This is an optimization exercise on Yosys and OpenROAD, whose aim is small area, a short achievable clock period and few clock cycles, not a production implementation. In this exercise RTL edits were held to simulation tests only and were not proved equivalent to the original.

**config.mk**
```make
export PLATFORM = sky130hd
export DESIGN_NAME = geofence
export DESIGN_NICKNAME = geofence
export VERILOG_FILES = /design/flow/design.v
export SDC_FILE = /design/flow/constraint.sdc
export NUM_CORES = 4
export LEC_CHECK = 0
export CAP_MARGIN = 20
export CORE_MARGIN = 2
export CORE_UTILIZATION = 40
export PLACE_DENSITY = 0.6
export SETUP_SLACK_MARGIN = 5
export SLEW_MARGIN = 20
```
**constraint.sdc**
```tcl
create_clock -name core_clock -period 12.0 [get_ports {clk}]
set_input_delay 2.4000 -clock core_clock [delete_from_list [all_inputs] [get_ports {clk}]]
set_output_delay 2.4000 -clock core_clock [all_outputs]
set_load 0.01 [all_outputs]
```
**design.v**
```verilog
module geofence(clk, reset, X, Y, valid, is_inside);
input clk;
input reset;
input [9:0] X;
input [9:0] Y;
output reg valid;
output reg is_inside;
reg [3:0] phase;             
reg [9:0] px, py;            
reg sx, sy;                  
reg [9:0] mx, my;            
reg lsx, lsy, rsx, rsy;
reg [9:0] lmx, lmy, rmx, rmy;
reg ins;
wire [10:0] dx = {1'b0, X} - {1'b0, px};
wire [10:0] dy = {1'b0, Y} - {1'b0, py};
wire [9:0] ax = (dx[9:0] ^ {10{dx[10]}}) + {9'd0, dx[10]};
wire [9:0] ay = (dy[9:0] ^ {10{dy[10]}}) + {9'd0, dy[10]};
wire zx = mx == 10'd0, zy = my == 10'd0;
wire zlx = lmx == 10'd0, zly = lmy == 10'd0;
wire zrx = rmx == 10'd0, zry = rmy == 10'd0;
wire a_le, a_dn;
xsgn ua(.a(lmx), .b(my), .c(lmy), .d(mx), .le(a_le), .lt(a_dn));
wire a_dz = a_le && !a_dn;
wire a_s1 = lsx ^ sy, a_s2 = lsy ^ sx;
wire a_nz = !(zlx || zy) || !(zly || zx);
wire an = (a_s1 == a_s2) ? (a_s1 ? !(a_dn || a_dz) : a_dn) : (a_s1 && a_nz);
wire az = (a_s1 == a_s2) ? a_dz : !a_nz;
wire ap = !an && !az;
wire b_le, b_dn;
xsgn ub(.a(mx), .b(rmy), .c(my), .d(rmx), .le(b_le), .lt(b_dn));
wire b_dz = b_le && !b_dn;
wire b_s1 = sx ^ rsy, b_s2 = sy ^ rsx;
wire b_nz = !(zx || zry) || !(zy || zrx);
wire bn = (b_s1 == b_s2) ? (b_s1 ? !(b_dn || b_dz) : b_dn) : (b_s1 && b_nz);
wire bz = (b_s1 == b_s2) ? b_dz : !b_nz;
wire bp = !bn && !bz;
wire opp = (!zx && (sx ^ lsx)) || (!zy && (sy ^ lsy));
wire hit = (zx && zy) || (an && (bn || bz)) || (az && bn) || (az && bz && opp);
always @(posedge clk or posedge reset) begin
    if (reset) phase <= 4'd0;
    else if (phase == 4'd8) phase <= 4'd0;
    else if (phase == 4'd6 && (ins || hit)) phase <= 4'd8;   
    else phase <= phase + 4'd1;
end
always @(posedge clk) begin
    sx <= dx[10]; mx <= ax;
    sy <= dy[10]; my <= ay;
end
always @(posedge clk) begin
    if (phase == 4'd0) begin
        px <= X;
        py <= Y;
    end
    if (phase == 4'd2) begin
        lsx <= sx; lmx <= mx; lsy <= sy; lmy <= my;
        rsx <= sx; rmx <= mx; rsy <= sy; rmy <= my;
        ins <= zx && zy;
    end else if (phase >= 4'd3 && phase <= 4'd7) begin
        if (hit) ins <= 1'b1;
        if (an && bp) begin lsx <= sx; lmx <= mx; lsy <= sy; lmy <= my; end
        if (ap && bn) begin rsx <= sx; rmx <= mx; rsy <= sy; rmy <= my; end
    end
end
always @(posedge clk or posedge reset) begin
    if (reset) begin
        valid <= 1'b0;
        is_inside <= 1'b0;
    end else begin
        valid <= (phase == 4'd7) || (phase == 4'd6 && (ins || hit));
        is_inside <= (phase == 4'd6 || phase == 4'd7) && (ins || hit);
    end
end
endmodule
module xsgn(input [9:0] a, input [9:0] b, input [9:0] c, input [9:0] d, output le, output lt);
wire t1 = (a[0] & b[9]) ^ ~(c[0] & d[9]) ^ (a[1] & b[8]);
wire t2 = ((a[0] & b[9]) & ~(c[0] & d[9])) | ((a[0] & b[9]) & (a[1] & b[8])) | (~(c[0] & d[9]) & (a[1] & b[8]));
wire t3 = (a[1] & b[9]) ^ ~(c[1] & d[9]);
wire t4 = (a[1] & b[9]) & ~(c[1] & d[9]);
wire t5 = (a[0] & b[6]) ^ ~(c[0] & d[6]) ^ (a[1] & b[5]);
wire t6 = ((a[0] & b[6]) & ~(c[0] & d[6])) | ((a[0] & b[6]) & (a[1] & b[5])) | (~(c[0] & d[6]) & (a[1] & b[5]));
wire t7 = (a[0] & b[7]) ^ ~(c[0] & d[7]) ^ (a[1] & b[6]);
wire t8 = ((a[0] & b[7]) & ~(c[0] & d[7])) | ((a[0] & b[7]) & (a[1] & b[6])) | (~(c[0] & d[7]) & (a[1] & b[6]));
wire t9 = ~(c[1] & d[6]) ^ (a[2] & b[5]) ^ ~(c[2] & d[5]);
wire t10 = (~(c[1] & d[6]) & (a[2] & b[5])) | (~(c[1] & d[6]) & ~(c[2] & d[5])) | ((a[2] & b[5]) & ~(c[2] & d[5]));
wire t11 = (a[3] & b[4]) ^ ~(c[3] & d[4]);
wire t12 = (a[3] & b[4]) & ~(c[3] & d[4]);
wire t13 = (a[0] & b[8]) ^ ~(c[0] & d[8]) ^ (a[1] & b[7]);
wire t14 = ((a[0] & b[8]) & ~(c[0] & d[8])) | ((a[0] & b[8]) & (a[1] & b[7])) | (~(c[0] & d[8]) & (a[1] & b[7]));
wire t15 = ~(c[1] & d[7]) ^ (a[2] & b[6]) ^ ~(c[2] & d[6]);
wire t16 = (~(c[1] & d[7]) & (a[2] & b[6])) | (~(c[1] & d[7]) & ~(c[2] & d[6])) | ((a[2] & b[6]) & ~(c[2] & d[6]));
wire t17 = (a[3] & b[5]) ^ ~(c[3] & d[5]) ^ (a[4] & b[4]);
wire t18 = ((a[3] & b[5]) & ~(c[3] & d[5])) | ((a[3] & b[5]) & (a[4] & b[4])) | (~(c[3] & d[5]) & (a[4] & b[4]));
wire t19 = ~(c[4] & d[4]) ^ (a[5] & b[3]) ^ ~(c[5] & d[3]);
wire t20 = (~(c[4] & d[4]) & (a[5] & b[3])) | (~(c[4] & d[4]) & ~(c[5] & d[3])) | ((a[5] & b[3]) & ~(c[5] & d[3]));
wire t21 = (a[6] & b[2]) ^ ~(c[6] & d[2]);
wire t22 = (a[6] & b[2]) & ~(c[6] & d[2]);
wire t23 = ~(c[1] & d[8]) ^ (a[2] & b[7]) ^ ~(c[2] & d[7]);
wire t24 = (~(c[1] & d[8]) & (a[2] & b[7])) | (~(c[1] & d[8]) & ~(c[2] & d[7])) | ((a[2] & b[7]) & ~(c[2] & d[7]));
wire t25 = (a[3] & b[6]) ^ ~(c[3] & d[6]) ^ (a[4] & b[5]);
wire t26 = ((a[3] & b[6]) & ~(c[3] & d[6])) | ((a[3] & b[6]) & (a[4] & b[5])) | (~(c[3] & d[6]) & (a[4] & b[5]));
wire t27 = ~(c[4] & d[5]) ^ (a[5] & b[4]) ^ ~(c[5] & d[4]);
wire t28 = (~(c[4] & d[5]) & (a[5] & b[4])) | (~(c[4] & d[5]) & ~(c[5] & d[4])) | ((a[5] & b[4]) & ~(c[5] & d[4]));
wire t29 = (a[6] & b[3]) ^ ~(c[6] & d[3]) ^ (a[7] & b[2]);
wire t30 = ((a[6] & b[3]) & ~(c[6] & d[3])) | ((a[6] & b[3]) & (a[7] & b[2])) | (~(c[6] & d[3]) & (a[7] & b[2]));
wire t31 = ~(c[7] & d[2]) ^ (a[8] & b[1]) ^ ~(c[8] & d[1]);
wire t32 = (~(c[7] & d[2]) & (a[8] & b[1])) | (~(c[7] & d[2]) & ~(c[8] & d[1])) | ((a[8] & b[1]) & ~(c[8] & d[1]));
wire t33 = (a[9] & b[0]) ^ ~(c[9] & d[0]);
wire t34 = (a[9] & b[0]) & ~(c[9] & d[0]);
wire t35 = (a[2] & b[8]) ^ ~(c[2] & d[8]) ^ (a[3] & b[7]);
wire t36 = ((a[2] & b[8]) & ~(c[2] & d[8])) | ((a[2] & b[8]) & (a[3] & b[7])) | (~(c[2] & d[8]) & (a[3] & b[7]));
wire t37 = ~(c[3] & d[7]) ^ (a[4] & b[6]) ^ ~(c[4] & d[6]);
wire t38 = (~(c[3] & d[7]) & (a[4] & b[6])) | (~(c[3] & d[7]) & ~(c[4] & d[6])) | ((a[4] & b[6]) & ~(c[4] & d[6]));
wire t39 = (a[5] & b[5]) ^ ~(c[5] & d[5]) ^ (a[6] & b[4]);
wire t40 = ((a[5] & b[5]) & ~(c[5] & d[5])) | ((a[5] & b[5]) & (a[6] & b[4])) | (~(c[5] & d[5]) & (a[6] & b[4]));
wire t41 = ~(c[6] & d[4]) ^ (a[7] & b[3]) ^ ~(c[7] & d[3]);
wire t42 = (~(c[6] & d[4]) & (a[7] & b[3])) | (~(c[6] & d[4]) & ~(c[7] & d[3])) | ((a[7] & b[3]) & ~(c[7] & d[3]));
wire t43 = (a[8] & b[2]) ^ ~(c[8] & d[2]) ^ (a[9] & b[1]);
wire t44 = ((a[8] & b[2]) & ~(c[8] & d[2])) | ((a[8] & b[2]) & (a[9] & b[1])) | (~(c[8] & d[2]) & (a[9] & b[1]));
wire t45 = ~(c[9] & d[1]) ^ 1'b1 ^ t2;
wire t46 = (~(c[9] & d[1]) & 1'b1) | (~(c[9] & d[1]) & t2) | (1'b1 & t2);
wire t47 = (a[2] & b[9]) ^ ~(c[2] & d[9]) ^ (a[3] & b[8]);
wire t48 = ((a[2] & b[9]) & ~(c[2] & d[9])) | ((a[2] & b[9]) & (a[3] & b[8])) | (~(c[2] & d[9]) & (a[3] & b[8]));
wire t49 = ~(c[3] & d[8]) ^ (a[4] & b[7]) ^ ~(c[4] & d[7]);
wire t50 = (~(c[3] & d[8]) & (a[4] & b[7])) | (~(c[3] & d[8]) & ~(c[4] & d[7])) | ((a[4] & b[7]) & ~(c[4] & d[7]));
wire t51 = (a[5] & b[6]) ^ ~(c[5] & d[6]) ^ (a[6] & b[5]);
wire t52 = ((a[5] & b[6]) & ~(c[5] & d[6])) | ((a[5] & b[6]) & (a[6] & b[5])) | (~(c[5] & d[6]) & (a[6] & b[5]));
wire t53 = ~(c[6] & d[5]) ^ (a[7] & b[4]) ^ ~(c[7] & d[4]);
wire t54 = (~(c[6] & d[5]) & (a[7] & b[4])) | (~(c[6] & d[5]) & ~(c[7] & d[4])) | ((a[7] & b[4]) & ~(c[7] & d[4]));
wire t55 = (a[8] & b[3]) ^ ~(c[8] & d[3]) ^ (a[9] & b[2]);
wire t56 = ((a[8] & b[3]) & ~(c[8] & d[3])) | ((a[8] & b[3]) & (a[9] & b[2])) | (~(c[8] & d[3]) & (a[9] & b[2]));
wire t57 = (a[3] & b[9]) ^ ~(c[3] & d[9]) ^ (a[4] & b[8]);
wire t58 = ((a[3] & b[9]) & ~(c[3] & d[9])) | ((a[3] & b[9]) & (a[4] & b[8])) | (~(c[3] & d[9]) & (a[4] & b[8]));
wire t59 = ~(c[4] & d[8]) ^ (a[5] & b[7]) ^ ~(c[5] & d[7]);
wire t60 = (~(c[4] & d[8]) & (a[5] & b[7])) | (~(c[4] & d[8]) & ~(c[5] & d[7])) | ((a[5] & b[7]) & ~(c[5] & d[7]));
wire t61 = (a[6] & b[6]) ^ ~(c[6] & d[6]) ^ (a[7] & b[5]);
wire t62 = ((a[6] & b[6]) & ~(c[6] & d[6])) | ((a[6] & b[6]) & (a[7] & b[5])) | (~(c[6] & d[6]) & (a[7] & b[5]));
wire t63 = (a[4] & b[9]) ^ ~(c[4] & d[9]) ^ (a[5] & b[8]);
wire t64 = ((a[4] & b[9]) & ~(c[4] & d[9])) | ((a[4] & b[9]) & (a[5] & b[8])) | (~(c[4] & d[9]) & (a[5] & b[8]));
wire t65 = (a[0] & b[4]) ^ ~(c[0] & d[4]) ^ (a[1] & b[3]);
wire t66 = ((a[0] & b[4]) & ~(c[0] & d[4])) | ((a[0] & b[4]) & (a[1] & b[3])) | (~(c[0] & d[4]) & (a[1] & b[3]));
wire t67 = (a[0] & b[5]) ^ ~(c[0] & d[5]) ^ (a[1] & b[4]);
wire t68 = ((a[0] & b[5]) & ~(c[0] & d[5])) | ((a[0] & b[5]) & (a[1] & b[4])) | (~(c[0] & d[5]) & (a[1] & b[4]));
wire t69 = ~(c[1] & d[4]) ^ (a[2] & b[3]) ^ ~(c[2] & d[3]);
wire t70 = (~(c[1] & d[4]) & (a[2] & b[3])) | (~(c[1] & d[4]) & ~(c[2] & d[3])) | ((a[2] & b[3]) & ~(c[2] & d[3]));
wire t71 = (a[3] & b[2]) ^ ~(c[3] & d[2]);
wire t72 = (a[3] & b[2]) & ~(c[3] & d[2]);
wire t73 = ~(c[1] & d[5]) ^ (a[2] & b[4]) ^ ~(c[2] & d[4]);
wire t74 = (~(c[1] & d[5]) & (a[2] & b[4])) | (~(c[1] & d[5]) & ~(c[2] & d[4])) | ((a[2] & b[4]) & ~(c[2] & d[4]));
wire t75 = (a[3] & b[3]) ^ ~(c[3] & d[3]) ^ (a[4] & b[2]);
wire t76 = ((a[3] & b[3]) & ~(c[3] & d[3])) | ((a[3] & b[3]) & (a[4] & b[2])) | (~(c[3] & d[3]) & (a[4] & b[2]));
wire t77 = ~(c[4] & d[2]) ^ (a[5] & b[1]) ^ ~(c[5] & d[1]);
wire t78 = (~(c[4] & d[2]) & (a[5] & b[1])) | (~(c[4] & d[2]) & ~(c[5] & d[1])) | ((a[5] & b[1]) & ~(c[5] & d[1]));
wire t79 = (a[6] & b[0]) ^ ~(c[6] & d[0]);
wire t80 = (a[6] & b[0]) & ~(c[6] & d[0]);
wire t81 = (a[4] & b[3]) ^ ~(c[4] & d[3]) ^ (a[5] & b[2]);
wire t82 = ((a[4] & b[3]) & ~(c[4] & d[3])) | ((a[4] & b[3]) & (a[5] & b[2])) | (~(c[4] & d[3]) & (a[5] & b[2]));
wire t83 = ~(c[5] & d[2]) ^ (a[6] & b[1]) ^ ~(c[6] & d[1]);
wire t84 = (~(c[5] & d[2]) & (a[6] & b[1])) | (~(c[5] & d[2]) & ~(c[6] & d[1])) | ((a[6] & b[1]) & ~(c[6] & d[1]));
wire t85 = (a[7] & b[0]) ^ ~(c[7] & d[0]) ^ 1'b1;
wire t86 = ((a[7] & b[0]) & ~(c[7] & d[0])) | ((a[7] & b[0]) & 1'b1) | (~(c[7] & d[0]) & 1'b1);
wire t87 = t6 ^ t7 ^ t9;
wire t88 = (t6 & t7) | (t6 & t9) | (t7 & t9);
wire t89 = (a[7] & b[1]) ^ ~(c[7] & d[1]) ^ (a[8] & b[0]);
wire t90 = ((a[7] & b[1]) & ~(c[7] & d[1])) | ((a[7] & b[1]) & (a[8] & b[0])) | (~(c[7] & d[1]) & (a[8] & b[0]));
wire t91 = ~(c[8] & d[0]) ^ 1'b1 ^ t8;
wire t92 = (~(c[8] & d[0]) & 1'b1) | (~(c[8] & d[0]) & t8) | (1'b1 & t8);
wire t93 = t10 ^ t12 ^ t13;
wire t94 = (t10 & t12) | (t10 & t13) | (t12 & t13);
wire t95 = t15 ^ t17 ^ t19;
wire t96 = (t15 & t17) | (t15 & t19) | (t17 & t19);
wire t97 = 1'b1 ^ t1 ^ t14;
wire t98 = (1'b1 & t1) | (1'b1 & t14) | (t1 & t14);
wire t99 = t16 ^ t18 ^ t20;
wire t100 = (t16 & t18) | (t16 & t20) | (t18 & t20);
wire t101 = t22 ^ t23 ^ t25;
wire t102 = (t22 & t23) | (t22 & t25) | (t23 & t25);
wire t103 = t27 ^ t29 ^ t31;
wire t104 = (t27 & t29) | (t27 & t31) | (t29 & t31);
wire t105 = t3 ^ t24 ^ t26;
wire t106 = (t3 & t24) | (t3 & t26) | (t24 & t26);
wire t107 = t28 ^ t30 ^ t32;
wire t108 = (t28 & t30) | (t28 & t32) | (t30 & t32);
wire t109 = t34 ^ t35 ^ t37;
wire t110 = (t34 & t35) | (t34 & t37) | (t35 & t37);
wire t111 = t39 ^ t41 ^ t43;
wire t112 = (t39 & t41) | (t39 & t43) | (t41 & t43);
wire t113 = ~(c[9] & d[2]) ^ t4 ^ t36;
wire t114 = (~(c[9] & d[2]) & t4) | (~(c[9] & d[2]) & t36) | (t4 & t36);
wire t115 = t38 ^ t40 ^ t42;
wire t116 = (t38 & t40) | (t38 & t42) | (t40 & t42);
wire t117 = t44 ^ t46 ^ t47;
wire t118 = (t44 & t46) | (t44 & t47) | (t46 & t47);
wire t119 = t49 ^ t51 ^ t53;
wire t120 = (t49 & t51) | (t49 & t53) | (t51 & t53);
wire t121 = ~(c[7] & d[5]) ^ (a[8] & b[4]) ^ ~(c[8] & d[4]);
wire t122 = (~(c[7] & d[5]) & (a[8] & b[4])) | (~(c[7] & d[5]) & ~(c[8] & d[4])) | ((a[8] & b[4]) & ~(c[8] & d[4]));
wire t123 = (a[9] & b[3]) ^ ~(c[9] & d[3]) ^ t48;
wire t124 = ((a[9] & b[3]) & ~(c[9] & d[3])) | ((a[9] & b[3]) & t48) | (~(c[9] & d[3]) & t48);
wire t125 = t50 ^ t52 ^ t54;
wire t126 = (t50 & t52) | (t50 & t54) | (t52 & t54);
wire t127 = t56 ^ t57 ^ t59;
wire t128 = (t56 & t57) | (t56 & t59) | (t57 & t59);
wire t129 = ~(c[5] & d[8]) ^ (a[6] & b[7]) ^ ~(c[6] & d[7]);
wire t130 = (~(c[5] & d[8]) & (a[6] & b[7])) | (~(c[5] & d[8]) & ~(c[6] & d[7])) | ((a[6] & b[7]) & ~(c[6] & d[7]));
wire t131 = (a[7] & b[6]) ^ ~(c[7] & d[6]) ^ (a[8] & b[5]);
wire t132 = ((a[7] & b[6]) & ~(c[7] & d[6])) | ((a[7] & b[6]) & (a[8] & b[5])) | (~(c[7] & d[6]) & (a[8] & b[5]));
wire t133 = ~(c[8] & d[5]) ^ (a[9] & b[4]) ^ ~(c[9] & d[4]);
wire t134 = (~(c[8] & d[5]) & (a[9] & b[4])) | (~(c[8] & d[5]) & ~(c[9] & d[4])) | ((a[9] & b[4]) & ~(c[9] & d[4]));
wire t135 = t58 ^ t60 ^ t62;
wire t136 = (t58 & t60) | (t58 & t62) | (t60 & t62);
wire t137 = (a[5] & b[9]) ^ ~(c[5] & d[9]) ^ (a[6] & b[8]);
wire t138 = ((a[5] & b[9]) & ~(c[5] & d[9])) | ((a[5] & b[9]) & (a[6] & b[8])) | (~(c[5] & d[9]) & (a[6] & b[8]));
wire t139 = ~(c[6] & d[8]) ^ (a[7] & b[7]) ^ ~(c[7] & d[7]);
wire t140 = (~(c[6] & d[8]) & (a[7] & b[7])) | (~(c[6] & d[8]) & ~(c[7] & d[7])) | ((a[7] & b[7]) & ~(c[7] & d[7]));
wire t141 = (a[8] & b[6]) ^ ~(c[8] & d[6]) ^ (a[9] & b[5]);
wire t142 = ((a[8] & b[6]) & ~(c[8] & d[6])) | ((a[8] & b[6]) & (a[9] & b[5])) | (~(c[8] & d[6]) & (a[9] & b[5]));
wire t143 = (a[6] & b[9]) ^ ~(c[6] & d[9]) ^ (a[7] & b[8]);
wire t144 = ((a[6] & b[9]) & ~(c[6] & d[9])) | ((a[6] & b[9]) & (a[7] & b[8])) | (~(c[6] & d[9]) & (a[7] & b[8]));
wire t145 = (a[0] & b[2]) ^ ~(c[0] & d[2]);
wire t146 = (a[0] & b[2]) & ~(c[0] & d[2]);
wire t147 = (a[0] & b[3]) ^ ~(c[0] & d[3]) ^ (a[1] & b[2]);
wire t148 = ((a[0] & b[3]) & ~(c[0] & d[3])) | ((a[0] & b[3]) & (a[1] & b[2])) | (~(c[0] & d[3]) & (a[1] & b[2]));
wire t149 = ~(c[1] & d[2]) ^ (a[2] & b[1]) ^ ~(c[2] & d[1]);
wire t150 = (~(c[1] & d[2]) & (a[2] & b[1])) | (~(c[1] & d[2]) & ~(c[2] & d[1])) | ((a[2] & b[1]) & ~(c[2] & d[1]));
wire t151 = ~(c[1] & d[3]) ^ (a[2] & b[2]) ^ ~(c[2] & d[2]);
wire t152 = (~(c[1] & d[3]) & (a[2] & b[2])) | (~(c[1] & d[3]) & ~(c[2] & d[2])) | ((a[2] & b[2]) & ~(c[2] & d[2]));
wire t153 = (a[3] & b[1]) ^ ~(c[3] & d[1]) ^ (a[4] & b[0]);
wire t154 = ((a[3] & b[1]) & ~(c[3] & d[1])) | ((a[3] & b[1]) & (a[4] & b[0])) | (~(c[3] & d[1]) & (a[4] & b[0]));
wire t155 = ~(c[4] & d[0]) ^ 1'b1;
wire t156 = ~(c[4] & d[0]) & 1'b1;
wire t157 = (a[4] & b[1]) ^ ~(c[4] & d[1]) ^ (a[5] & b[0]);
wire t158 = ((a[4] & b[1]) & ~(c[4] & d[1])) | ((a[4] & b[1]) & (a[5] & b[0])) | (~(c[4] & d[1]) & (a[5] & b[0]));
wire t159 = ~(c[5] & d[0]) ^ 1'b1 ^ t66;
wire t160 = (~(c[5] & d[0]) & 1'b1) | (~(c[5] & d[0]) & t66) | (1'b1 & t66);
wire t161 = t67 ^ t69 ^ t71;
wire t162 = (t67 & t69) | (t67 & t71) | (t69 & t71);
wire t163 = 1'b1 ^ t5 ^ t68;
wire t164 = (1'b1 & t5) | (1'b1 & t68) | (t5 & t68);
wire t165 = t70 ^ t72 ^ t73;
wire t166 = (t70 & t72) | (t70 & t73) | (t72 & t73);
wire t167 = t75 ^ t77 ^ t79;
wire t168 = (t75 & t77) | (t75 & t79) | (t77 & t79);
wire t169 = t11 ^ t74 ^ t76;
wire t170 = (t11 & t74) | (t11 & t76) | (t74 & t76);
wire t171 = t78 ^ t80 ^ t81;
wire t172 = (t78 & t80) | (t78 & t81) | (t80 & t81);
wire t173 = t83 ^ t85 ^ t87;
wire t174 = (t83 & t85) | (t83 & t87) | (t85 & t87);
wire t175 = t21 ^ t82 ^ t84;
wire t176 = (t21 & t82) | (t21 & t84) | (t82 & t84);
wire t177 = t86 ^ t88 ^ t89;
wire t178 = (t86 & t88) | (t86 & t89) | (t88 & t89);
wire t179 = t91 ^ t93 ^ t95;
wire t180 = (t91 & t93) | (t91 & t95) | (t93 & t95);
wire t181 = t33 ^ t90 ^ t92;
wire t182 = (t33 & t90) | (t33 & t92) | (t90 & t92);
wire t183 = t94 ^ t96 ^ t97;
wire t184 = (t94 & t96) | (t94 & t97) | (t96 & t97);
wire t185 = t99 ^ t101 ^ t103;
wire t186 = (t99 & t101) | (t99 & t103) | (t101 & t103);
wire t187 = t45 ^ t98 ^ t100;
wire t188 = (t45 & t98) | (t45 & t100) | (t98 & t100);
wire t189 = t102 ^ t104 ^ t105;
wire t190 = (t102 & t104) | (t102 & t105) | (t104 & t105);
wire t191 = t107 ^ t109 ^ t111;
wire t192 = (t107 & t109) | (t107 & t111) | (t109 & t111);
wire t193 = t55 ^ t106 ^ t108;
wire t194 = (t55 & t106) | (t55 & t108) | (t106 & t108);
wire t195 = t110 ^ t112 ^ t113;
wire t196 = (t110 & t112) | (t110 & t113) | (t112 & t113);
wire t197 = t115 ^ t117 ^ t119;
wire t198 = (t115 & t117) | (t115 & t119) | (t117 & t119);
wire t199 = t61 ^ t114 ^ t116;
wire t200 = (t61 & t114) | (t61 & t116) | (t114 & t116);
wire t201 = t118 ^ t120 ^ t121;
wire t202 = (t118 & t120) | (t118 & t121) | (t120 & t121);
wire t203 = t123 ^ t125 ^ t127;
wire t204 = (t123 & t125) | (t123 & t127) | (t125 & t127);
wire t205 = t63 ^ t122 ^ t124;
wire t206 = (t63 & t122) | (t63 & t124) | (t122 & t124);
wire t207 = t126 ^ t128 ^ t129;
wire t208 = (t126 & t128) | (t126 & t129) | (t128 & t129);
wire t209 = t131 ^ t133 ^ t135;
wire t210 = (t131 & t133) | (t131 & t135) | (t133 & t135);
wire t211 = ~(c[9] & d[5]) ^ t64 ^ t130;
wire t212 = (~(c[9] & d[5]) & t64) | (~(c[9] & d[5]) & t130) | (t64 & t130);
wire t213 = t132 ^ t134 ^ t136;
wire t214 = (t132 & t134) | (t132 & t136) | (t134 & t136);
wire t215 = t137 ^ t139 ^ t141;
wire t216 = (t137 & t139) | (t137 & t141) | (t139 & t141);
wire t217 = ~(c[7] & d[8]) ^ (a[8] & b[7]) ^ ~(c[8] & d[7]);
wire t218 = (~(c[7] & d[8]) & (a[8] & b[7])) | (~(c[7] & d[8]) & ~(c[8] & d[7])) | ((a[8] & b[7]) & ~(c[8] & d[7]));
wire t219 = (a[9] & b[6]) ^ ~(c[9] & d[6]) ^ t138;
wire t220 = ((a[9] & b[6]) & ~(c[9] & d[6])) | ((a[9] & b[6]) & t138) | (~(c[9] & d[6]) & t138);
wire t221 = t140 ^ t142 ^ t143;
wire t222 = (t140 & t142) | (t140 & t143) | (t142 & t143);
wire t223 = (a[7] & b[9]) ^ ~(c[7] & d[9]) ^ (a[8] & b[8]);
wire t224 = ((a[7] & b[9]) & ~(c[7] & d[9])) | ((a[7] & b[9]) & (a[8] & b[8])) | (~(c[7] & d[9]) & (a[8] & b[8]));
wire t225 = ~(c[8] & d[8]) ^ (a[9] & b[7]) ^ ~(c[9] & d[7]);
wire t226 = (~(c[8] & d[8]) & (a[9] & b[7])) | (~(c[8] & d[8]) & ~(c[9] & d[7])) | ((a[9] & b[7]) & ~(c[9] & d[7]));
wire t227 = (a[0] & b[1]) ^ ~(c[0] & d[1]);
wire t228 = (a[0] & b[1]) & ~(c[0] & d[1]);
wire t229 = (a[1] & b[1]) ^ ~(c[1] & d[1]) ^ (a[2] & b[0]);
wire t230 = ((a[1] & b[1]) & ~(c[1] & d[1])) | ((a[1] & b[1]) & (a[2] & b[0])) | (~(c[1] & d[1]) & (a[2] & b[0]));
wire t231 = ~(c[2] & d[0]) ^ 1'b1;
wire t232 = ~(c[2] & d[0]) & 1'b1;
wire t233 = (a[3] & b[0]) ^ ~(c[3] & d[0]) ^ 1'b1;
wire t234 = ((a[3] & b[0]) & ~(c[3] & d[0])) | ((a[3] & b[0]) & 1'b1) | (~(c[3] & d[0]) & 1'b1);
wire t235 = t146 ^ t147 ^ t149;
wire t236 = (t146 & t147) | (t146 & t149) | (t147 & t149);
wire t237 = t65 ^ t148 ^ t150;
wire t238 = (t65 & t148) | (t65 & t150) | (t148 & t150);
wire t239 = t151 ^ t153 ^ t155;
wire t240 = (t151 & t153) | (t151 & t155) | (t153 & t155);
wire t241 = t152 ^ t154 ^ t156;
wire t242 = (t152 & t154) | (t152 & t156) | (t154 & t156);
wire t243 = t157 ^ t159 ^ t161;
wire t244 = (t157 & t159) | (t157 & t161) | (t159 & t161);
wire t245 = t158 ^ t160 ^ t162;
wire t246 = (t158 & t160) | (t158 & t162) | (t160 & t162);
wire t247 = t163 ^ t165 ^ t167;
wire t248 = (t163 & t165) | (t163 & t167) | (t165 & t167);
wire t249 = t164 ^ t166 ^ t168;
wire t250 = (t164 & t166) | (t164 & t168) | (t166 & t168);
wire t251 = t169 ^ t171 ^ t173;
wire t252 = (t169 & t171) | (t169 & t173) | (t171 & t173);
wire t253 = t170 ^ t172 ^ t174;
wire t254 = (t170 & t172) | (t170 & t174) | (t172 & t174);
wire t255 = t175 ^ t177 ^ t179;
wire t256 = (t175 & t177) | (t175 & t179) | (t177 & t179);
wire t257 = t176 ^ t178 ^ t180;
wire t258 = (t176 & t178) | (t176 & t180) | (t178 & t180);
wire t259 = t181 ^ t183 ^ t185;
wire t260 = (t181 & t183) | (t181 & t185) | (t183 & t185);
wire t261 = t182 ^ t184 ^ t186;
wire t262 = (t182 & t184) | (t182 & t186) | (t184 & t186);
wire t263 = t187 ^ t189 ^ t191;
wire t264 = (t187 & t189) | (t187 & t191) | (t189 & t191);
wire t265 = t188 ^ t190 ^ t192;
wire t266 = (t188 & t190) | (t188 & t192) | (t190 & t192);
wire t267 = t193 ^ t195 ^ t197;
wire t268 = (t193 & t195) | (t193 & t197) | (t195 & t197);
wire t269 = t194 ^ t196 ^ t198;
wire t270 = (t194 & t196) | (t194 & t198) | (t196 & t198);
wire t271 = t199 ^ t201 ^ t203;
wire t272 = (t199 & t201) | (t199 & t203) | (t201 & t203);
wire t273 = t200 ^ t202 ^ t204;
wire t274 = (t200 & t202) | (t200 & t204) | (t202 & t204);
wire t275 = t205 ^ t207 ^ t209;
wire t276 = (t205 & t207) | (t205 & t209) | (t207 & t209);
wire t277 = t206 ^ t208 ^ t210;
wire t278 = (t206 & t208) | (t206 & t210) | (t208 & t210);
wire t279 = t211 ^ t213 ^ t215;
wire t280 = (t211 & t213) | (t211 & t215) | (t213 & t215);
wire t281 = t212 ^ t214 ^ t216;
wire t282 = (t212 & t214) | (t212 & t216) | (t214 & t216);
wire t283 = t217 ^ t219 ^ t221;
wire t284 = (t217 & t219) | (t217 & t221) | (t219 & t221);
wire t285 = t144 ^ t218 ^ t220;
wire t286 = (t144 & t218) | (t144 & t220) | (t218 & t220);
wire t287 = t222 ^ t223 ^ t225;
wire t288 = (t222 & t223) | (t222 & t225) | (t223 & t225);
wire t289 = (a[8] & b[9]) ^ ~(c[8] & d[9]) ^ (a[9] & b[8]);
wire t290 = ((a[8] & b[9]) & ~(c[8] & d[9])) | ((a[8] & b[9]) & (a[9] & b[8])) | (~(c[8] & d[9]) & (a[9] & b[8]));
wire t291 = ~(c[9] & d[8]) ^ t224 ^ t226;
wire t292 = (~(c[9] & d[8]) & t224) | (~(c[9] & d[8]) & t226) | (t224 & t226);
wire t293 = (a[1] & b[0]) ^ ~(c[1] & d[0]);
wire t294 = (a[1] & b[0]) & ~(c[1] & d[0]);
wire t295 = t145 ^ t228 ^ t229;
wire t296 = (t145 & t228) | (t145 & t229) | (t228 & t229);
wire t297 = t230 ^ t232 ^ t233;
wire t298 = (t230 & t232) | (t230 & t233) | (t232 & t233);
wire t299 = t234 ^ t236 ^ t237;
wire t300 = (t234 & t236) | (t234 & t237) | (t236 & t237);
wire t301 = t238 ^ t240 ^ t241;
wire t302 = (t238 & t240) | (t238 & t241) | (t240 & t241);
wire t303 = t242 ^ t244 ^ t245;
wire t304 = (t242 & t244) | (t242 & t245) | (t244 & t245);
wire t305 = t246 ^ t248 ^ t249;
wire t306 = (t246 & t248) | (t246 & t249) | (t248 & t249);
wire t307 = t250 ^ t252 ^ t253;
wire t308 = (t250 & t252) | (t250 & t253) | (t252 & t253);
wire t309 = t254 ^ t256 ^ t257;
wire t310 = (t254 & t256) | (t254 & t257) | (t256 & t257);
wire t311 = t258 ^ t260 ^ t261;
wire t312 = (t258 & t260) | (t258 & t261) | (t260 & t261);
wire t313 = t262 ^ t264 ^ t265;
wire t314 = (t262 & t264) | (t262 & t265) | (t264 & t265);
wire t315 = t266 ^ t268 ^ t269;
wire t316 = (t266 & t268) | (t266 & t269) | (t268 & t269);
wire t317 = t270 ^ t272 ^ t273;
wire t318 = (t270 & t272) | (t270 & t273) | (t272 & t273);
wire t319 = t274 ^ t276 ^ t277;
wire t320 = (t274 & t276) | (t274 & t277) | (t276 & t277);
wire t321 = t278 ^ t280 ^ t281;
wire t322 = (t278 & t280) | (t278 & t281) | (t280 & t281);
wire t323 = t282 ^ t284 ^ t285;
wire t324 = (t282 & t284) | (t282 & t285) | (t284 & t285);
wire t325 = t286 ^ t288 ^ t289;
wire t326 = (t286 & t288) | (t286 & t289) | (t288 & t289);
wire t327 = (a[9] & b[9]) ^ ~(c[9] & d[9]) ^ t290;
wire t328 = ((a[9] & b[9]) & ~(c[9] & d[9])) | ((a[9] & b[9]) & t290) | (~(c[9] & d[9]) & t290);
wire t329 = 1'b1 ^ t227;
wire t330 = 1'b1 & t227;
wire t331 = t231 ^ t294 ^ t295;
wire t332 = (t231 & t294) | (t231 & t295) | (t294 & t295);
wire t333 = t235 ^ t296 ^ t297;
wire t334 = (t235 & t296) | (t235 & t297) | (t296 & t297);
wire t335 = t239 ^ t298 ^ t299;
wire t336 = (t239 & t298) | (t239 & t299) | (t298 & t299);
wire t337 = t243 ^ t300 ^ t301;
wire t338 = (t243 & t300) | (t243 & t301) | (t300 & t301);
wire t339 = t247 ^ t302 ^ t303;
wire t340 = (t247 & t302) | (t247 & t303) | (t302 & t303);
wire t341 = t251 ^ t304 ^ t305;
wire t342 = (t251 & t304) | (t251 & t305) | (t304 & t305);
wire t343 = t255 ^ t306 ^ t307;
wire t344 = (t255 & t306) | (t255 & t307) | (t306 & t307);
wire t345 = t259 ^ t308 ^ t309;
wire t346 = (t259 & t308) | (t259 & t309) | (t308 & t309);
wire t347 = t263 ^ t310 ^ t311;
wire t348 = (t263 & t310) | (t263 & t311) | (t310 & t311);
wire t349 = t267 ^ t312 ^ t313;
wire t350 = (t267 & t312) | (t267 & t313) | (t312 & t313);
wire t351 = t271 ^ t314 ^ t315;
wire t352 = (t271 & t314) | (t271 & t315) | (t314 & t315);
wire t353 = t275 ^ t316 ^ t317;
wire t354 = (t275 & t316) | (t275 & t317) | (t316 & t317);
wire t355 = t279 ^ t318 ^ t319;
wire t356 = (t279 & t318) | (t279 & t319) | (t318 & t319);
wire t357 = t283 ^ t320 ^ t321;
wire t358 = (t283 & t320) | (t283 & t321) | (t320 & t321);
wire t359 = t287 ^ t322 ^ t323;
wire t360 = (t287 & t322) | (t287 & t323) | (t322 & t323);
wire t361 = t291 ^ t324 ^ t325;
wire t362 = (t291 & t324) | (t291 & t325) | (t324 & t325);
wire t363 = t292 ^ t326 ^ t327;
wire t364 = (t292 & t326) | (t292 & t327) | (t326 & t327);
wire [20:0] x = {1'b1, t328, t362, t360, t358, t356, t354, t352, t350, t348, t346, t344, t342, t340, t338, t336, t334, t332, t330, t293, (a[0] & b[0])};
wire [20:0] y = {1'b0, t364, t363, t361, t359, t357, t355, t353, t351, t349, t347, t345, t343, t341, t339, t337, t335, t333, t331, t329, ~(c[0] & d[0])};
wire [19:0] g = x[19:0] & y[19:0];
wire [19:0] p = x[19:0] | y[19:0];
wire G1 = g[1] | (p[1] & g[0]);
wire P1 = p[1] & p[0];
wire G2 = g[4] | (p[4] & g[3]);
wire P2 = p[4] & p[3];
wire G3 = G2 | (P2 & g[2]);
wire P3 = P2 & p[2];
wire G4 = G3 | (P3 & G1);
wire P4 = P3 & P1;
wire G5 = g[6] | (p[6] & g[5]);
wire P5 = p[6] & p[5];
wire G6 = g[9] | (p[9] & g[8]);
wire P6 = p[9] & p[8];
wire G7 = G6 | (P6 & g[7]);
wire P7 = P6 & p[7];
wire G8 = G7 | (P7 & G5);
wire P8 = P7 & P5;
wire G9 = G8 | (P8 & G4);
wire P9 = P8 & P4;
wire G10 = g[11] | (p[11] & g[10]);
wire P10 = p[11] & p[10];
wire G11 = g[14] | (p[14] & g[13]);
wire P11 = p[14] & p[13];
wire G12 = G11 | (P11 & g[12]);
wire P12 = P11 & p[12];
wire G13 = G12 | (P12 & G10);
wire P13 = P12 & P10;
wire G14 = g[16] | (p[16] & g[15]);
wire P14 = p[16] & p[15];
wire G15 = g[19] | (p[19] & g[18]);
wire P15 = p[19] & p[18];
wire G16 = G15 | (P15 & g[17]);
wire P16 = P15 & p[17];
wire G17 = G16 | (P16 & G14);
wire P17 = P16 & P14;
wire G18 = G17 | (P17 & G13);
wire P18 = P17 & P13;
wire G19 = G18 | (P18 & G9);
wire P19 = P18 & P9;
wire top = x[20] ^ y[20];
assign le = top ^ G19;
assign lt = top ^ (G19 | P19);
endmodule
```
**flow/run.sh**
```bash
#!/bin/bash
# The standard layout, with one extra step between synthesis and floorplan:
# invopt.py removes the inverters that Yosys's full-adder extraction leaves between
# adders (see invopt.py). Each tool's output goes to a log of its own.
set -euo pipefail
R=orfs/results/$FLOW_PLATFORM/geofence/base
LIB=$FLOW_HOME/platforms/$FLOW_PLATFORM/lib/sky130_fd_sc_hd__tt_025C_1v80.lib
bash standard.sh synth > synth.log 2>&1
cp $R/1_2_yosys.v 1_2_yosys.synth.v
python3 flow/invopt.py $LIB 1_2_yosys.synth.v 1_2_yosys.invopt.v > invopt.log 2>&1
cp 1_2_yosys.invopt.v $R/1_2_yosys.v
bash standard.sh "BUFFER_PORTS_ARGS=-buffer_cell sky130_fd_sc_hd__buf_1" finish > layout.log 2>&1
```
**flow/invopt.py**
```python
#!/usr/bin/env python3
"""Polarity clean-up of a mapped sky130hd netlist (Yosys write_verilog output).

Yosys's extract_fa maps many full adders in inverted form (inverted inputs and outputs),
which leaves inverters between adders. A full adder is self-dual: FA(~a,~b,~c) gives
(~sum, ~cout). This script removes every inverter, then picks for each full adder whether
to use it inverted, and for some single-output gates whether to swap them for their
complement (and2 <-> nand2, ...), so that as few inverters as possible are needed; it
then adds one inverter per signal whose complement is still needed. The function of the
netlist and its registers are unchanged.

usage: invopt.py lib in.v out.v"""
import re, sys, random

lib_path, src, dst = sys.argv[1:4]
P = "sky130_fd_sc_hd__"

# cell areas and pin directions from the liberty file
areas, pins, cur, curpin = {}, {}, None, None
for line in open(lib_path):
    m = re.match(r'\s*cell \("(\w+)"\)', line)
    if m:
        cur = m.group(1); pins[cur] = {}; continue
    m = re.match(r'\s*area\s*:\s*([0-9.]+)', line)
    if m and cur and cur not in areas:
        areas[cur] = float(m.group(1))
    m = re.match(r'\s*pin \("(\w+)"\)', line)
    if m and cur:
        curpin = m.group(1); continue
    m = re.match(r'\s*direction\s*:\s*"?(\w+)"?', line)
    if m and cur and curpin:
        pins[cur][curpin] = m.group(1); curpin = None

PAIRS = [("and2", "nand2"), ("or2", "nor2"), ("xor2", "xnor2"), ("and3", "nand3"),
         ("or3", "nor3"), ("and4", "nand4"), ("or4", "nor4"), ("a21o", "a21oi"),
         ("o21a", "o21ai"), ("a22o", "a22oi"), ("o22a", "o22ai"), ("a211o", "a211oi"),
         ("o211a", "o211ai"), ("a31o", "a31oi"), ("o31a", "o31ai"), ("xor3", "xnor3"),
         ("buf", "inv"), ("clkbuf", "inv"), ("a221o", "a221oi"), ("o221a", "o221ai"),
         ("a41o", "a41oi"), ("o41a", "o41ai"), ("a32o", "a32oi"), ("o32a", "o32ai"),
         ("mux2", "mux2i")]
COMP = {}
for a, b in PAIRS:
    x, y = P + a + "_1", P + b + "_1"
    if x in pins and y in pins:
        ix = sorted(p for p, d in pins[x].items() if d == "input")
        iy = sorted(p for p, d in pins[y].items() if d == "input")
        ox = [p for p, d in pins[x].items() if d == "output"]
        oy = [p for p, d in pins[y].items() if d == "output"]
        if ix == iy and len(ox) == 1 and len(oy) == 1:
            if a != "clkbuf":
                COMP[y] = (x, oy[0], ox[0])
            COMP[x] = (y, ox[0], oy[0])
INV = re.compile(P + r"(inv|clkinv)_\d+$")
FA = P + "fa_1"
HA = P + "ha_1"

text = open(src).read()
mod = re.search(r"module\s+(\w+)\s*\((.*?)\);(.*)endmodule", text, re.S)
body = mod.group(3)
outputs = set()
for m in re.finditer(r"^\s*output\s+(\[[^\]]*\]\s*)?(\w+)\s*;", body, re.M):
    outputs.add(m.group(2))
inputs = set()
for m in re.finditer(r"^\s*input\s+(\[[^\]]*\]\s*)?(\w+)\s*;", body, re.M):
    inputs.add(m.group(2))

cell_re = re.compile(r"^\s*(" + P + r"\w+)\s+(\S+)\s*\((.*?)\);", re.M | re.S)
pin_re = re.compile(r"\.(\w+)\(\s*(.*?)\s*\)\s*(?:,|$)", re.S)
cells = []
for m in cell_re.finditer(body):
    t, name, conns = m.group(1), m.group(2), m.group(3)
    pc = [(p, n.strip()) for p, n in pin_re.findall(conns)]
    cells.append([t, name, pc])
if re.search(r"^\s*assign\s", body, re.M):
    sys.exit("netlist has assign statements")
other = cell_re.sub("", body)

def is_out(t, p):
    return pins[t].get(p) == "output"

# nets driven by inverters: net -> input net
inv_of = {}
for t, name, pc in cells:
    if INV.match(t):
        d = dict(pc); inv_of[d["Y"]] = d["A"]
def base(n):
    pol = 0
    while n in inv_of:
        n = inv_of[n]; pol ^= 1
    return n, pol

for o in outputs:
    if base(o)[1] or o in inv_of:
        sys.exit("output port driven by an inverter")

# variables: full adders (flip all pins) and complementable gates (flip the output)
var_of_cell = {}
driver_var = {}   # base net -> var index (its physical polarity)
nvar = 0
ctype = []
for i, (t, name, pc) in enumerate(cells):
    if INV.match(t):
        continue
    if t == FA or t in COMP or t == HA:
        var_of_cell[i] = nvar; ctype.append(t); nvar += 1
        if t != HA:
            for p, n in pc:
                if is_out(t, p):
                    driver_var[n] = var_of_cell[i]
val = [0] * nvar

# loads: (cell index, pin, base net, literal polarity, var of load or None)
loads = {}
for i, (t, name, pc) in enumerate(cells):
    if INV.match(t):
        continue
    for p, n in pc:
        if is_out(t, p):
            continue
        b, pol = base(n)
        v = var_of_cell[i] if t in (FA, HA) else None
        loads.setdefault(b, []).append((i, p, pol, v))
for o in outputs:
    loads.setdefault(o, []).append((None, o, 0, None))

sig_of_var = {}
for b in loads:
    if b in driver_var:
        sig_of_var.setdefault(driver_var[b], []).append(b)
for_var_loads = {}
for b, ls in loads.items():
    for (i, p, pol, v) in ls:
        if v is not None:
            for_var_loads.setdefault(v, set()).add(b)

inv_area = areas[P + "inv_1"]
def sig_cost(b):
    ph = val[driver_var[b]] if b in driver_var else 0
    need = False
    for (i, p, pol, v) in loads[b]:
        req = pol ^ (val[v] if v is not None else 0)
        if req != ph:
            need = True; break
    return inv_area if need else 0.0
def var_cost(v):
    t = ctype[v]
    if t == FA:
        return 0.0
    if t == HA:
        return (areas[P + "xor2_1"] + areas[P + "nor2_1"]) if val[v] else areas[t]
    return areas[COMP[t][0]] if val[v] else areas[t]
def touched(v):
    s = set(sig_of_var.get(v, [])) | for_var_loads.get(v, set())
    return s

total = sum(sig_cost(b) for b in loads) + sum(var_cost(v) for v in range(nvar))
start = total + inv_area * 0
orig = sum(areas[t] for t, n, pc in cells if INV.match(t) or t == FA or t in COMP)
order = list(range(nvar))
rng = random.Random(1)
def delta(v):
    ss = touched(v)
    before = sum(sig_cost(b) for b in ss) + var_cost(v)
    val[v] ^= 1
    after = sum(sig_cost(b) for b in ss) + var_cost(v)
    val[v] ^= 1
    return after - before
def descend():
    global total
    improved = True
    while improved:
        improved = False
        rng.shuffle(order)
        for v in order:
            d = delta(v)
            if d < -1e-9 or (d < 1e-9 and rng.random() < 0.3):
                val[v] ^= 1; total += d
                if d < -1e-9:
                    improved = True
descend()
best, best_val = total, list(val)
for it in range(300):
    for v in rng.sample(range(nvar), max(1, nvar // 30)):
        total += delta(v); val[v] ^= 1
    descend()
    if total < best - 1e-9:
        best, best_val = total, list(val)
    else:
        val[:] = best_val; total = best

# rewrite
def W(n):
    return n + " " if n.startswith("\\") else n
new_cells = []
inv_net = {}
k = 0
for b in sorted(loads):
    ph = val[driver_var[b]] if b in driver_var else 0
    for (i, p, pol, v) in loads[b]:
        req = pol ^ (val[v] if v is not None else 0)
        if req != ph and b not in inv_net:
            k += 1
            inv_net[b] = f"invopt_{k}"
            new_cells.append(f"  {P}inv_1 invopt_c{k} (\n    .A({W(b)}),\n    .Y({inv_net[b]})\n  );")
conn = {}
for b, ls in loads.items():
    ph = val[driver_var[b]] if b in driver_var else 0
    for (i, p, pol, v) in ls:
        req = pol ^ (val[v] if v is not None else 0)
        net = b if req == ph else inv_net[b]
        if i is None:
            if net != p:
                sys.exit("output port polarity")
            continue
        conn[(i, p)] = net
conn = {k: W(n) for k, n in conn.items()}
out_cells = []
for i, (t, name, pc) in enumerate(cells):
    if INV.match(t):
        continue
    if t == HA and val[var_of_cell[i]]:
        d = dict(pc)
        a, b = conn[(i, "A")], conn[(i, "B")]
        if "SUM" in d:
            out_cells.append(f"  {P}xor2_1 {name}_s (\n    .A({a}),\n    .B({b}),\n    .X({W(d['SUM'])})\n  );")
        if "COUT" in d:
            out_cells.append(f"  {P}nor2_1 {name}_c (\n    .A({a}),\n    .B({b}),\n    .Y({W(d['COUT'])})\n  );")
        continue
    nt = t
    opin = {}
    if i in var_of_cell and t != FA and val[var_of_cell[i]]:
        nt, po, pn = COMP[t]
        opin[po] = pn
    items = []
    for p, n in pc:
        if is_out(t, p):
            items.append(f"    .{opin.get(p, p)}({W(n)})")
        else:
            items.append(f"    .{p}({conn[(i, p)]})")
    out_cells.append(f"  {nt} {name} (\n" + ",\n".join(items) + "\n  );")
decl = "\n".join(f"  wire {inv_net[b]};" for b in sorted(inv_net, key=lambda b: inv_net[b]))
newbody = other.rstrip() + "\n" + decl + "\n" + "\n".join(out_cells + new_cells) + "\n"
out = text[:mod.start(3)] + newbody + text[mod.end(3):]
open(dst, "w").write(out)
ninv0 = sum(1 for t, n, pc in cells if INV.match(t))
nflip = sum(1 for v in range(nvar) if val[v] and ctype[v] in (FA, HA))
ncomp = sum(1 for v in range(nvar) if val[v] and ctype[v] != FA)
sys.stderr.write(f"invopt: inverters {ninv0} -> {k}, adders flipped {nflip}, gates swapped {ncomp}, "
                 f"area of touched cells {orig:.1f} -> {total:.1f}\n")
```
**standard.sh**
```bash
#!/bin/bash
# synth_recipe.tcl (not shown) runs the flow's synth.tcl, then flattens the netlist and writes it again
# the make line also repeats each setting of config.mk as NAME=value (left out here)
make -C /OpenROAD-flow-scripts/flow DESIGN_CONFIG=/design/flow/config.mk WORK_HOME=/design/flow/orfs CLKGATE_MAP_FILE= SYNTH_SCRIPT=/design/flow/synth_recipe.tcl "${@:-finish}"
```
==> results of run 1 <==
[state kept, by name, indices dropped and copies added, names as in the netlist]
name,count
lmx,10
lmy,10
mx,10
my,10
px,10
py,10
rmx,10
rmy,10
phase,4
ins,1
is_inside,1
lsx,1
lsy,1
rsx,1
rsy,1
sx,1
sy,1
valid,1
[final cells by class]
cell class,count,area [um^2]
Sequential cell,93,2550
Clock buffer,10,229
Clock inverter,6,75.1
Tap cell,468,586
Inverter,116,435
Fill cell,3410,20900
Timing Repair Buffer,43,236
Multi-Input combinational cell,1121,11400
[critical path, cell delays in order (launching register included)]
cell	delay, ns
dfxtp_1	0.62
buf_4	0.35
nand2_1	0.10
fa_1	0.41
ha_1	0.21
inv_1	0.07
fa_1	0.43
fa_1	0.42
fa_1	0.41
fa_1	0.54
inv_1	0.05
fa_1	0.52
a211oi_1	0.42
nor2_1	0.10
o211ai_1	0.57
a21oi_1	0.16
o21ai_1	0.24
nand3b_1	0.17
o21ai_4	0.57
[metrics by stage]
step	area (um^2)	hold WS, ns	util, %	worst slack, ns
5_1_grt	15500	0.561	42.6	5.00
2_1_floorplan	14600	0.460	-	5.05
3_5_place_dp	15100	0.554	41.6	4.87
3_3_place_gp	15100	0.560	41.6	4.98
6_report	15500	0.561	42.6	5.23
4_1_cts	15400	0.562	42.5	5.11
[metal layers]
metal	wire [um]	vias to the layer above	track usage, %
met5	0	-	0
li1	-	4418	-
met2	17700	355	34.6
met3	2590	69	2.63
met1	16000	5131	28.9
met4	879	0	5.43
[worst paths after layout]
kind | slack [ns] | startpoint | to
worst max register to register | 5.23 | my[8] | rmy[8]
worst min register to register | 0.56 | sx | lsx
worst min-delay path | 0.56 | sx | lsx
min in group asynchronous | 1.94 | reset | is_inside
max in group asynchronous | 9.85 | reset | phase[2]
worst max-delay path | 5.23 | my[8] | rmy[8]
[repair_timing]
item / in CTS / in global routing
endpoints found under the setup margin: 22 / 44
gates resized for setup: 1 / 5
gates cloned: 0 / 1
setup buffers: 0 / 3
==> flow_summary.yaml, run 1 <==
outcome:
  outcome: "complete, no violations"
global_route:
  gr-total-overflow: 0
  grt_pass1_vias: 11000
  antenna_found_initial: 0
  track_usage_pct: 20.8
  grt_pass1_wl_um: 60900
  grt_max_degree: 26
critical_path:
  ff2ff_path_depth: 18
  end_kind: "flop"
  arrival_ns: 6.74
  start_kind: "flop"
  cp.required_ns: 11.97
  worstPathMaxFanout: 22
  critPathKind: "flop to flop"
yosys:
  syn_nets: 1793
  netlist_area_um2: 14600
  yosys_warnings: 1
  syn_avg_cell_area_um2: 10.4
  synthCells: 1410
sta:
  rsz0062_at_grt: "false"
  fin_setup_tns_ns: 0
  fin_crit_ns: 6.77
  hold_viol: 0
  period_share_pct: 56.4
  tightest_slew_ns: 0.889
  slew_viol_final: 0
  fmax_ghz: 0.148
  slew_headroom_pct: 40.7
  setup-violations-final: 0
  skew_ns: 0.0115
clock_network:
  cts_made_buffers: 9
  cts-root-buf: "clkbuf_16"
  htree_num_levels: 3
  clk_latency_ns: 0.34
  cts_tree: "yes"
  cts_sinks: 93
  clk_pin_slew_ns: 0.07
  clockBufferDepth: 2
  cts_hold_buf: 0
run:
  maxCapViolCount: 0
final_layout:
  final_nets: 1767
  final_common_cell: "fa_1"
  layout_common_cells: "fa_1 (328), nand2_1 (221), and2_1 (201)"
  final_cells: 1857
  layout-drive-gt1-share_pct: 3.60
  diodes: 0
  syn2layout_area_growth_pct: 5.91
die:
  core_um2: 36300
  dieHeight_um: 195
  pin_count: 24
  dieArea_um2: 38100
  fp.dieW_um: 195
  start_util_pct: 40.3
  fp-row-count: 70
routing:
  drc: 0
  ant_nets: 0
  viasPerCell: 5.37
  drtIter0Drc: 838
  firstDrtPassIters: 5
  wire_per_inst_um: 20.0
  wl_um: 37200
  vias: 9973
placed_design:
  hpwl_um: 27300
  port_buffers: 23
  placedCellCount: 1837
  gp_congestion: 0.837
hold_path:
  hold_path.class: "flop to flop"
  holdPathStages: 0
Testbench counts, summed over its fixed seeds: cycles 70,999.
==> inputs of run 2 (changes only) <==
--- a/flow/run.sh
+++ b/flow/run.sh
@@ -9,4 +9,4 @@
 cp $R/1_2_yosys.v 1_2_yosys.synth.v
 python3 flow/invopt.py $LIB 1_2_yosys.synth.v 1_2_yosys.invopt.v > invopt.log 2>&1
 cp 1_2_yosys.invopt.v $R/1_2_yosys.v
-bash standard.sh "BUFFER_PORTS_ARGS=-buffer_cell sky130_fd_sc_hd__buf_1" finish > layout.log 2>&1
+bash standard.sh finish > layout.log 2>&1
==> flow_summary.yaml, run 2 <==
clock_network:
  htree_num_levels: 3
  cts_hold_buf: 0
  clockBufferDepth: 2
  cts_tree: "yes"
  cts_sinks: 93
  clk_pin_slew_ns: 0.07
  cts_made_buffers: 9
  clk_latency_ns: 0.34
  cts-root-buf: "clkbuf_16"
  post_cts_buffers: 0
critical_path:
  ff2ff_path_depth: 16
  r2r_slack_ns: 5.45
  r2r_start: "rmy[9]"
  start_kind: "flop"
  end_kind: "flop"
  arrival_ns: 6.55
  worstPathMaxFanout: 11
  critPathKind: "flop to flop"
  r2r-end: "lmx[0]"
  cp.required_ns: 12.00
routing:
  wire_per_inst_um: 19.5
  wl_um: 36200
  ant_nets: 0
  vias: 9963
  firstDrtPassIters: 5
  viasPerCell: 5.38
  drc: 0
  drtIter0Drc: 711
placed_design:
  preCtsSetupSlack_ns: 4.79
  gp_congestion: 0.839
  port_buffers: 23
  hpwl_um: 26600
die:
  pin_count: 24
  start_util_pct: 40.3
  dieArea_um2: 38100
  fp.dieW_um: 195
  fp-row-count: 70
  dieHeight_um: 195
  core_um2: 36300
run:
  maxCapViolCount: 0
hold_path:
  hold_start: "px[0]"
  holdPathStages: 2
  hold_path.class: "flop to flop"
  min_to: "mx[0]"
final_layout:
  syn2layout_area_growth_pct: 6.57
  nFillCells: 3388
  final_nets: 1762
  final_common_cell: "fa_1"
  layout-drive-gt1-share_pct: 3.54
  diodes: 0
  layout_common_cells: "fa_1 (328), nand2_1 (221), and2_1 (201)"
yosys:
  syn_avg_cell_area_um2: 10.4
  netlist_area_um2: 14600
  yosys_warnings: 1
  synthCells: 1410
  syn_nets: 1793
global_route:
  gr-total-overflow: 0
  grt_pass1_wl_um: 60100
  antenna_found_initial: 0
  grt_max_degree: 26
  grt_pass1_vias: 11100
  track_usage_pct: 20.3
sta:
  rsz0062_at_grt: "false"
  setup-violations-final: 0
  slew_viol_final: 0
  slew_headroom_pct: 39.8
  period_share_pct: 54.6
  fin_setup_tns_ns: 0
  fin_crit_ns: 6.55
  hold_viol: 0
  tightest_slew_ns: 0.903
  fmax_ghz: 0.153
  setup_slack_ns: 5.45
  skew_ns: 0.0103
outcome:
  outcome: "complete, no violations"
-- run 2: cell types whose count changed in the layout (fill, tap and decap cells not counted), sizes merged --
| cell | before | now |
|---|---|---|
| buf | 43 | 15 |
| clkdlybuf4s50 | 0 | 23 |
| bufinv | 1 | 0 |
| clkbuf | 10 | 9 |
| clkinv | 0 | 1 |
| inv | 120 | 121 |
-- run 2: worst max-delay path by stage --
stage	end	from	cells past startpoint
floorplan	lmx[0]	my[0]	17
global placement	lmx[6]	mx[3]	16
detailed placement	lmy[4]	mx[3]	16
CTS	rmy[8]	mx[3]	16
global route	lmy[9]	rmy[9]	16
finish	lmx[0]	rmy[9]	16
-- run 2: final cells by class --
class	count	area (um^2)	area share, %
Clock buffer	9	225	1.44
Clock inverter	7	63.8	0.409
Inverter	116	435	2.79
Multi-Input combinational cell	1121	11400	73.0
Sequential cell	93	2550	16.4
Tap cell	468	586	3.76
Timing Repair Buffer	38	343	2.20
-- run 2: what timing repair did --
action / in CTS / in global routing
pin swaps: 0 / 1
gates cloned: 0 / 1
setup endpoints to repair: 22 / 51
resized for setup: 1 / 8
-- run 2: stage by stage --
stage          hold slack (ns)  utilization, %  cell area (um^2)  std cells
2_1_floorplan            0.460               -             14600       1410
3_3_place_gp             0.555            42.0             15300       1835
3_5_place_dp             0.551            42.0             15300       1835
4_1_cts                  0.568            42.8             15600       1851
5_1_grt                  0.579            42.9             15600       1852
6_report                 0.563            42.9             15600       1852
-- run 2: per-layer routing --
layer | track usage (%) | share of wire [%] | vias up
li1 | - | - | 4396
met2 | 33.0 | 48 | 390
met5 | 0 | 0 | -
met4 | 6.30 | 2.8 | 0
met1 | 27.8 | 42 | 5102
met3 | 3.64 | 7.3 | 75
-- run 2: critical path, cell delays in order (launching register included) --
cell and delay [ns]:
edfxtp_1 0.57, and2_1 0.26, fa_1 0.50, fa_1 0.46
fa_1 0.46, fa_1 0.47, fa_1 0.42, inv_1 0.08
fa_1 0.42, a22o_1 0.21, a211oi_1 0.45, o2111ai_1 0.38
or4_1 0.61, o2111a_1 0.16, a21oi_2 0.16, nand2_1 0.19
o21ai_4 0.40
==> inputs of run 3 (changes only) <==
--- a/config.mk
+++ b/config.mk
@@ -8,6 +8,9 @@
 export CAP_MARGIN = 20
 export CORE_MARGIN = 2
 export CORE_UTILIZATION = 40
+export CTS_BUF_LIST = sky130_fd_sc_hd__clkbuf_4 sky130_fd_sc_hd__clkbuf_8
+export CTS_CLUSTER_DIAMETER = 100
+export CTS_CLUSTER_SIZE = 30
 export PLACE_DENSITY = 0.6
 export SETUP_SLACK_MARGIN = 5
 export SLEW_MARGIN = 20
==> flow_summary.yaml, run 3 <==
global_route:
  grt_pass1_vias: 11000
  grt_max_degree: 26
  gr-total-overflow: 0
  grt_pass1_wl_um: 60100
  track_usage_pct: 20.3
  antenna_found_initial: 0
critical_path:
  worstPathMaxFanout: 11
  critPathKind: "flop to flop"
  end_kind: "flop"
  cp.required_ns: 12.03
  start_kind: "flop"
  arrival_ns: 6.58
clock_network:
  cts-root-buf: "clkbuf_8"
  cts_made_buffers: 9
  clk_latency_ns: 0.36
  clockBufferDepth: 2
  htree_num_levels: 3
  cts_sinks: 93
  clk_pin_slew_ns: 0.10
  cts_tree: "yes"
routing:
  firstDrtPassIters: 5
  drc: 0
  wire_per_inst_um: 19.5
  ant_nets: 0
  vias: 9971
  drtIter0Drc: 743
  viasPerCell: 5.38
  wl_um: 36100
die:
  start_util_pct: 40.3
  dieHeight_um: 195
  fp.dieW_um: 195
  fp-row-count: 70
  pin_count: 24
  core_um2: 36300
  dieArea_um2: 38100
run:
  maxCapViolCount: 0
sta:
  slew_viol_final: 0
  fmax_ghz: 0.152
  hold_viol: 0
  tightest_slew_ns: 0.903
  skew_ns: 0.0126
  setup-violations-final: 0
  slew_headroom_pct: 39.8
  fin_crit_ns: 6.56
  setup_slack_ns: 5.44
  rsz0062_at_grt: "false"
  fin_setup_tns_ns: 0
  period_share_pct: 54.6
final_layout:
  layout_common_cells: "fa_1 (328), nand2_1 (221), and2_1 (201)"
  final_common_cell: "fa_1"
  multi_input_area_um2: 11400
  seqCellArea_um2: 2550
  layout-drive-gt1-share_pct: 3.54
  final_nets: 1762
  nFillCells: 3402
  diodes: 0
  syn2layout_area_growth_pct: 5.87
placed_design:
  preCtsSetupSlack_ns: 4.79
  port_buffers: 23
  hpwl_um: 26600
  gp_congestion: 0.839
yosys:
  netlist_area_um2: 14600
  synthCells: 1410
  syn_nets: 1793
  syn_avg_cell_area_um2: 10.4
  yosys_warnings: 1
outcome:
  outcome: "complete, no violations"
hold_path:
  hold_path.class: "flop to flop"
==> run 3: area by class of cell <==
type                            instances  share of cell area (%)
Multi-Input combinational cell       1121                    73.5
Sequential cell                        93                    16.5
Tap cell                              468                    3.78
Inverter                              116                    2.81
Timing Repair Buffer                   38                    2.21
Clock buffer                            9                   0.800
Clock inverter                          7                   0.412
==> run 3: critical path: stages (launching register included) <==
cell and delay (ns):
edfxtp_1 0.59, and2_1 0.27, fa_1 0.50, fa_1 0.46, fa_1 0.46, fa_1 0.47, fa_1 0.42, inv_1 0.08
fa_1 0.42, a22o_1 0.21, a211oi_1 0.45, o2111ai_1 0.38, or4_1 0.60, o2111a_1 0.16, a21oi_2 0.16, nand2_1 0.18
o21ai_4 0.40
==> run 3: through the flow <==
| stage | hold WS [ns] | std cells | utilization (%) | cell area [um^2] |
|---|---|---|---|---|
| 2_1_floorplan | 0.460 | 1410 | - | 14600 |
| 3_3_place_gp | 0.555 | 1835 | 42.0 | 15300 |
| 3_5_place_dp | 0.551 | 1835 | 42.0 | 15300 |
| 4_1_cts | 0.576 | 1851 | 42.5 | 15500 |
| 5_1_grt | 0.585 | 1852 | 42.6 | 15500 |
| 6_report | 0.566 | 1852 | 42.6 | 15500 |
==> run 3: final timing paths <==
| check | from | endpoint | slack (ns) | cells past startpoint |
|---|---|---|---|---|
| max | rmy[9] | lmy[8] | 5.44 | 16 |
| min | px[0] | mx[0] | 0.57 | 2 |
| max reg2reg | rmy[9] | lmy[8] | 5.44 | 16 |
| min reg2reg | px[0] | mx[0] | 0.57 | 2 |
| max in group asynchronous | reset | phase[2] | 9.56 | 2 |
| min in group asynchronous | reset | is_inside | 2.24 | 2 |
==> run 3: timing repair <==
item,4_1_cts,5_1_grt
setup buffers,0,0
cloned,0,1
hold buffers,0,0
setup endpoints to repair,22,51
pin swaps,0,1
resized for setup,1,8
==> run 3: per-layer routing <==
layer	vias to the layer above	GRT usage, %	share of wire (%)
met1	5098	27.8	42
met5	-	0	0
li1	4395	-	-
met2	407	32.9	48
met4	0	6.64	2.8
met3	71	3.66	7.5

==> separate check: timing with driven ports <==
The results above use ideal ports. As a check the final layouts listed here were re-extracted and re-timed, cells and wires unchanged.
Step 1, drivers: a clkbuf_16 drives clk and a buf_2 each remaining input, both assumed.
Step 2, shift: input delay + t, output delay - t, t = (earliest + latest rising clock arrival at the registers) / 2. This alone moves slack from input paths to output paths.
Slacks: no drivers / after step 1 / after step 2; pairs: no drivers / after step 1.
| run | t (ns) | setup WS [ns] | worst data-port slew with drivers (ns) |
|---|---|---|---|
| run 1 | 0.374 | 5.227 / 5.227 / 5.227 | 0.04 |
| run 2 | 0.371 | 5.446 / 5.446 / 5.446 | 0.04 |
| run 3 | 0.397 | 5.442 / 5.442 / 5.442 | 0.04 |
After both steps setup and hold are still met in every run listed.
